What follows belongs to an exercise in optimizing a design on an open flow for small area, a short achievable clock period and few clock cycles per item; a production flow would make more cautious choices. At most, simulation tests tie the RTL to the original design; equivalence was not proved.

==> flow/design.v <==
module dot4(input [3:0] a0, input [3:0] b0, input [3:0] a1, input [3:0] b1, output [8:0] y);
    wire pp0_00 = a0[0] & b0[0];
    wire pp0_01 = a0[0] & b0[1];
    wire pp0_02 = a0[0] & b0[2];
    wire pp0_03 = ~a0[0] | ~b0[3];
    wire pp0_10 = a0[1] & b0[0];
    wire pp0_11 = a0[1] & b0[1];
    wire pp0_12 = a0[1] & b0[2];
    wire pp0_13 = ~a0[1] | ~b0[3];
    wire pp0_20 = a0[2] & b0[0];
    wire pp0_21 = a0[2] & b0[1];
    wire pp0_22 = a0[2] & b0[2];
    wire pp0_23 = a0[2] & b0[3];
    wire pp0_23n = ~a0[2] | ~b0[3];
    wire pp0_30 = ~a0[3] | ~b0[0];
    wire pp0_31 = ~a0[3] | ~b0[1];
    wire pp0_32 = ~a0[3] | ~b0[2];
    wire pp0_33 = a0[3] & b0[3];
    wire pp1_00 = a1[0] & b1[0];
    wire pp1_01 = a1[0] & b1[1];
    wire pp1_02 = a1[0] & b1[2];
    wire pp1_03 = ~a1[0] | ~b1[3];
    wire pp1_10 = a1[1] & b1[0];
    wire pp1_11 = a1[1] & b1[1];
    wire pp1_12 = a1[1] & b1[2];
    wire pp1_13 = ~a1[1] | ~b1[3];
    wire pp1_20 = a1[2] & b1[0];
    wire pp1_21 = a1[2] & b1[1];
    wire pp1_22 = a1[2] & b1[2];
    wire pp1_23 = ~a1[2] | ~b1[3];
    wire pp1_30 = ~a1[3] | ~b1[0];
    wire pp1_31 = ~a1[3] | ~b1[1];
    wire pp1_32 = ~a1[3] | ~b1[2];
    wire pp1_33 = a1[3] & b1[3];
    wire s1 = pp0_00 ^ pp1_00;
    wire c2 = pp0_00 & pp1_00;
    wire s3 = pp0_01 ^ pp0_10 ^ pp1_01;
    wire c4 = (pp0_01 & pp0_10) | (pp0_01 & pp1_01) | (pp0_10 & pp1_01);
    wire s5 = pp1_10 ^ c2 ^ s3;
    wire c6 = (pp1_10 & c2) | (pp1_10 & s3) | (c2 & s3);
    wire s7 = pp0_02 ^ pp0_11 ^ pp0_20;
    wire c8 = (pp0_02 & pp0_11) | (pp0_02 & pp0_20) | (pp0_11 & pp0_20);
    wire s9 = pp1_02 ^ pp1_11 ^ pp1_20;
    wire c10 = (pp1_02 & pp1_11) | (pp1_02 & pp1_20) | (pp1_11 & pp1_20);
    wire s11 = c4 ^ s7 ^ s9;
    wire c12 = (c4 & s7) | (c4 & s9) | (s7 & s9);
    wire s13 = c6 ^ s11;
    wire c14 = c6 & s11;
    wire s15 = pp0_03 ^ pp0_12 ^ pp0_21;
    wire c16 = (pp0_03 & pp0_12) | (pp0_03 & pp0_21) | (pp0_12 & pp0_21);
    wire s17 = pp0_30 ^ pp1_03 ^ pp1_12;
    wire c18 = (pp0_30 & pp1_03) | (pp0_30 & pp1_12) | (pp1_03 & pp1_12);
    wire s19 = pp1_21 ^ pp1_30 ^ c10;
    wire c20 = (pp1_21 & pp1_30) | (pp1_21 & c10) | (pp1_30 & c10);
    wire s21 = c8 ^ s15 ^ s17;
    wire c22 = (c8 & s15) | (c8 & s17) | (s15 & s17);
    wire s23 = c12 ^ s19 ^ s21;
    wire c24 = (c12 & s19) | (c12 & s21) | (s19 & s21);
    wire s25 = c14 ^ s23;
    wire c26 = c14 & s23;
    wire s27 = pp0_13 ^ pp0_22 ^ pp0_31;
    wire c28 = (pp0_13 & pp0_22) | (pp0_13 & pp0_31) | (pp0_22 & pp0_31);
    wire s29 = pp1_13 ^ pp1_22 ^ pp1_31;
    wire c30 = (pp1_13 & pp1_22) | (pp1_13 & pp1_31) | (pp1_22 & pp1_31);
    wire s31 = c16 ^ c18 ^ s27;
    wire c32 = (c16 & c18) | (c16 & s27) | (c18 & s27);
    wire s33 = s29 ^ c20 ^ c22;
    wire c34 = (s29 & c20) | (s29 & c22) | (c20 & c22);
    wire s35 = s31 ^ s33 ^ c24;
    wire c36 = (s31 & s33) | (s31 & c24) | (s33 & c24);
    wire s37 = c26 ^ s35;
    wire c38 = c26 & s35;
    wire s39 = pp0_23 ^ pp0_32 ^ pp1_23;
    wire c40 = (pp0_23 & pp0_32) | (pp0_23 & pp1_23) | (pp0_32 & pp1_23);
    wire s41 = pp1_32 ^ c28 ^ c30;
    wire c42 = (pp1_32 & c28) | (pp1_32 & c30) | (c28 & c30);
    wire s43 = s39 ^ c32 ^ s41;
    wire c44 = (s39 & c32) | (s39 & s41) | (c32 & s41);
    wire s45 = c34 ^ s43 ^ c36;
    wire c46 = (c34 & s43) | (c34 & c36) | (s43 & c36);
    wire s47 = c38 ^ s45;
    wire c48 = c38 & s45;
    wire s49 = pp0_23n ^ pp0_33 ^ pp1_33;
    wire c50 = (pp0_23n & pp0_33) | (pp0_23n & pp1_33) | (pp0_33 & pp1_33);
    wire s51 = c40 ^ s49 ^ c42;
    wire c52 = (c40 & s49) | (c40 & c42) | (s49 & c42);
    wire s53 = c44 ^ s51 ^ c46;
    wire c54 = (c44 & s51) | (c44 & c46) | (s51 & c46);
    wire s55 = c48 ^ s53;
    wire c56 = c48 & s53;
    wire s57 = c50 ^ c52 ^ c54;
    wire c58 = (c50 & c52) | (c50 & c54) | (c52 & c54);
    wire s59 = c56 ^ s57;
    wire c60 = c56 & s57;
    wire s61 = c58 ^ c60;
    wire c62 = c58 & c60;
    assign y = {~s61, s59, s55, s47, s37, s25, s13, s5, s1};
endmodule
module axis_matmul2x2(
    input                       clk             ,
    input                       rst             ,
    input                       s_axis_tvalid   ,
    input     [31 : 0]          s_axis_tdata    ,
    input                       s_axis_tlast    ,
    output                      s_axis_tready   ,
    output                      m_axis_tvalid   ,
    output    [31 : 0]          m_axis_tdata    ,
    output                      m_axis_tlast    ,
    input                       m_axis_tready
);
    wire [3:0] ia0 = s_axis_tdata[3:0];
    wire [3:0] ia1 = s_axis_tdata[11:8];
    wire [3:0] ib0 = s_axis_tdata[19:16];
    wire [3:0] ib1 = s_axis_tdata[27:24];
    reg       hv;
    reg [3:0] h_a00, h_a10, h_b00, h_b01;
    reg       mv, mrow;
    reg [3:0] ma0, ma1, p_a01;
    reg [3:0] mb00, mb01, mb10, mb11;
    reg       ov;
    reg [8:0] oc0, oc1;
    wire out_free  = !ov || m_axis_tready;
    wire do_comp   = mv && out_free;
    wire comp_last = do_comp && !mrow;
    assign s_axis_tready = hv ? (!mv || comp_last)
                              : (!(mv && mrow) || do_comp);
    wire s_fire = s_axis_tvalid && s_axis_tready;
    wire [8:0] dot0, dot1;
    dot4 u_d0(.a0(ma0), .b0(mb00), .a1(ma1), .b1(mb10), .y(dot0));
    dot4 u_d1(.a0(ma0), .b0(mb01), .a1(ma1), .b1(mb11), .y(dot1));
    always @(posedge clk) begin
        if (rst) begin
            hv <= 1'b0;
            mv <= 1'b0;
            mrow <= 1'b0;
            ov <= 1'b0;
        end else begin
            if (do_comp)
                ov <= 1'b1;
            else if (m_axis_tready)
                ov <= 1'b0;
            if (s_fire && hv) begin
                mv <= 1'b1;
                mrow <= 1'b1;
            end else if (do_comp) begin
                mrow <= 1'b0;
                if (!mrow)
                    mv <= 1'b0;
            end
            if (s_fire)
                hv <= !hv;
        end
    end
    always @(posedge clk) begin
        if (s_fire && !hv) begin
            h_a00 <= ia0;
            h_a10 <= ia1;
            h_b00 <= ib0;
            h_b01 <= ib1;
        end
        if (s_fire && hv) begin
            ma0  <= h_a10;
            ma1  <= ia1;
            p_a01 <= ia0;
            mb00 <= h_b00;
            mb01 <= h_b01;
            mb10 <= ib0;
            mb11 <= ib1;
        end else if (do_comp && mrow) begin
            ma0 <= h_a00;
            ma1 <= p_a01;
        end
        if (do_comp) begin
            oc0 <= dot0;
            oc1 <= dot1;
        end
    end
    assign m_axis_tvalid = ov;
    assign m_axis_tlast  = ov;
    assign m_axis_tdata  = {{7{oc1[8]}}, oc1, {7{oc0[8]}}, oc0};
endmodule
clock: 7.5 ns
lec_check: 0
cap_margin: 20
core_margin: 2
core_utilization: 40
place_density: 0.6
setup_slack_margin: 4.5
slew_margin: 20
standard.sh (not shown) runs the stock make flow with config.mk's settings and CLKGATE_MAP_FILE= SYNTH_SCRIPT=/design/flow/synth_recipe.tcl, a recipe that flattens the netlist after the stock synthesis.
==> flow/flow/run.sh <==
#!/bin/bash
# Standard ORFS layout, with two changes:
#  - synthesis runs Yosys's synth without its internal ABC pass (SYNTH_ARGS=-noabc),
#    so the full-adder extraction sees the RTL's adder structure directly;
#    the final ABC mapping still runs as usual;
#  - every input and output port still gets its own buffer, but a buf_1
#    instead of the slow delay buffer buffer_ports picks by default.
set -euo pipefail
bash standard.sh SYNTH_ARGS=-noabc \
  "BUFFER_PORTS_ARGS=-buffer_cell sky130_fd_sc_hd__buf_1" \
  finish > make_finish.log 2>&1
Testbench counts at the start, summed over its fixed seeds: cycles 792, items 384.
Change:
--- a/flow/design.v
+++ b/flow/design.v
@@ -92,9 +92,8 @@
     wire c58 = (c50 & c52) | (c50 & c54) | (c52 & c54);
     wire s59 = c56 ^ s57;
     wire c60 = c56 & s57;
-    wire s61 = c58 ^ c60;
-    wire c62 = c58 & c60;
-    assign y = {~s61, s59, s55, s47, s37, s25, s13, s5, s1};
+    wire all8 = (a0 == 4'h8) & (b0 == 4'h8) & (a1 == 4'h8) & (b1 == 4'h8);
+    assign y = {(s59 & ~all8), s59, s55, s47, s37, s25, s13, s5, s1};
 endmodule
 module axis_matmul2x2(
     input                       clk             ,
Outcome: Count of clock-buffer cells in the layout falls by 2. Global-route usage rises by 0.69 points. Sequential cell count is unchanged. Via count increases by 6.9%. Hold slack hardly moves. Non-clock buffer count came out higher by 8. Synthesized area grows by 1.9%.
For the second run of this note, only the layout was checked, not whether the RTL still works.

==> separate check: timing with driven ports <==
The results above use ideal ports. As a check the final layouts listed here were re-extracted and re-timed, cells and wires unchanged.
Step 1 assumes that a clkbuf_16 drives the clock port and a buf_2 every other input.
Step 2 also shifts input and output timing later by t, the mid clock arrival at the registers, as if the neighbouring blocks saw the same clock.
Three values: ideal ports, drivers, drivers and shift; two values: the first two.
run | t, ns | setup slack, ns | worst slew at a driven data input, ns
the first run | 0.351 | 3.357 / 3.357 / 3.357 | 0.05
the second run | 0.363 | 3.351 / 3.351 / 3.351 | 0.05
After both steps setup and hold are still met in every run listed.
